From an optimization exercise on the open Yosys and OpenROAD flow, aimed at small area; shortcuts taken in it are not production practice.
The RTL was checked by simulation tests, not by an equivalence proof against the original design.
No activity file was given, so power comes from the tool's default toggle rates.

==> flow/design.v <==
module seven_seg( output a, b, c, d, e, f, g, input d3, d2, d1, d0 );
    wire e9 = d3 & d2 & d1 & ~d0;
    wire x3 = d3, x2 = d2 & ~e9, x1 = d1 & ~e9, x0 = d0 | e9;
    assign a = ~x2 & ~x0 | ~x3 & x1 | ~x3 & x2 & x0 | x3 & ~x2;
    assign b = ~x2 | ~x1 & ~x0 | ~x3 & x1 & x0;
    assign c = ~x1 | ~x3 & x0 | ~x3 & x2;
    assign d = ~x2 & ~x0 | ~x2 & x1 | x1 & ~x0 | x2 & ~x1 & x0;
    assign e = ~x2 & ~x0 | x1 & ~x0;
    assign f = ~x1 & ~x0 | x2 & ~x1 | x2 & ~x0 | x3 & ~x2;
    assign g = ~x2 & x1 | x2 & ~x1 | x2 & ~x0 | x3 & ~x2;
endmodule
module display_driver(
    a_l, b_l, c_l, d_l, e_l, f_l, g_l, dp_l, dig1, dig2, dig3, dig4, led,
    clk, rst, en
    );
    output  a_l, b_l, c_l, d_l, e_l, f_l, g_l, dp_l, dig1, dig2, dig3, dig4;
    output  [3:0] led;
    input   clk, rst, en;
    reg [6:0] p;
    reg [3:0] d0, d1, d2, d3;
    reg [3:0] cnt;
    reg [1:0] s;
    reg [3:0] digit;
    wire wrap  = p == 7'd0;
    wire first = d0 == 4'hF;
    wire z0 = d0 == 4'd0;
    wire z1 = d1 == 4'd0;
    wire z2 = d2 == 4'd0;
    wire lead1 = d1[3] & d1[2] & d1[1];
    wire lead2 = d2[3] & d2[2] & d2[1];
    wire lead3 = d3[3] & d3[2] & d3[1];
    wire all9 = d1 == 4'd9 && d2 == 4'd9 && d3 == 4'd9;
    function [3:0] inc;
        input [3:0] d;
        inc = (d == 4'd9) ? 4'd0 : d + 4'd1;
    endfunction
    always @(posedge clk or negedge rst)
        if (!rst) p <= 7'd0;
        else p <= (p == 7'd99) ? 7'd0 : p + 7'd1;
    always @(posedge clk or negedge rst)
        if (!rst) begin
            d0 <= 4'hF; d1 <= 4'hF; d2 <= 4'hF; d3 <= 4'hF;
        end else begin
            if (p == 7'd14)
                d0 <= (d0 == 4'd9 || first) ? 4'd0 : d0 + 4'd1;
            if (p == 7'd27 && z0) begin
                if (all9) begin
                    d1 <= 4'hE; d2 <= 4'hE; d3 <= 4'hE;
                end else if (!lead1)
                    d1 <= inc(d1);
                else if (cnt[1])
                    d1 <= 4'd1;
            end
            if (p == 7'd40 && z0 && z1)
                d2 <= lead2 ? 4'd1 : inc(d2);
            if (p == 7'd53 && z0 && z1 && z2)
                d3 <= lead3 ? 4'd1 : inc(d3);
        end
    always @(posedge clk or negedge rst)
        if (!rst) cnt <= 4'd0;
        else if (wrap && !first) cnt <= cnt + 4'd1;
    wire d1odd = d1[0] & ~(d1[3] & d1[2]);
    always @(posedge clk or negedge rst)
        if (!rst) s <= 2'd0;
        else if (wrap && en && (first || (d0 == 4'd9 && d1odd))) s <= s + 2'd1;
    always @(posedge clk)
        if (en)
            case (s)
                2'd0: digit <= d0;
                2'd1: digit <= d1;
                2'd2: digit <= d2;
                default: digit <= d3;
            endcase
        else
            digit <= 4'hF;
    wire a, b, c, d, e, f, g;
    seven_seg M1(a, b, c, d, e, f, g, digit[3], digit[2], digit[1], digit[0]);
    assign {a_l, b_l, c_l, d_l, e_l, f_l, g_l} = ~{a, b, c, d, e, f, g};
    assign dp_l = 1'b1;
    assign dig4 = s != 2'd0;
    assign dig3 = s != 2'd1;
    assign dig2 = s != 2'd2;
    assign dig1 = s != 2'd3;
    assign led = ~cnt;
endmodule
export LEC_CHECK = 0
export ABC_AREA = 1
export CAP_MARGIN = 20
export CORE_MARGIN = 2
export CORE_UTILIZATION = 40
export SLEW_MARGIN = 20
create_clock -name core_clock -period 10.0 [get_ports {clk}]
run.sh (not shown) runs the stock make flow with config.mk's settings and CLKGATE_MAP_FILE= SYNTH_SCRIPT=/design/flow/synth_recipe.tcl, a recipe that flattens the netlist after the stock synthesis.
Then changed:
Settings changed: ABC_AREA 1 to default, CTS_BUF_LIST from default to sky130_fd_sc_hd__clkbuf_4 sky130_fd_sc_hd__clkbuf_8, CTS_CLUSTER_DIAMETER from default to 200, CTS_CLUSTER_SIZE from default to 40.
Wire length is lower by a little under a tenth. Design area is lower by a few percent. Non-clock buffer count is unchanged. Global-route usage is lower by 2.2 points. Register-to-register slack got worse by 0.37 ns. Core utilization is higher by 0.12 points. Power is higher by a few percent. Worst hold slack got worse by 0.038 ns. Cell count is lower by about a fifth. Clock skew is about the same.

-- re-timing with driven ports --
The results above use ideal ports. As a check the final layouts listed here were re-extracted and re-timed, cells and wires unchanged.
Step 1 sets driving cells, clkbuf_16 on the clock port and buf_2 on the other inputs (assumed; they add their load-dependent delay and slew).
Step 2 also shifts input and output timing later by t, the mid clock arrival at the registers, as if the neighbouring blocks saw the same clock.
a / b / c = ideal / step 1 / step 2; a / b = the first two.
run | t (ns) | setup slack, ns | hold slack, ns | slew at the worst register clock pin (ns) | pins driven straight from the clock port
the first run | 0.305 | 6.176 / 6.152 / 6.457 | 0.515 / 0.515 / 0.515 | 0.07 / 0.07 | 1
the second run | 0.301 | 6.300 / 6.272 / 6.542 | 0.477 / 0.477 / 0.477 | 0.07 / 0.07 | 1
After both steps setup and hold are still met in every run listed.
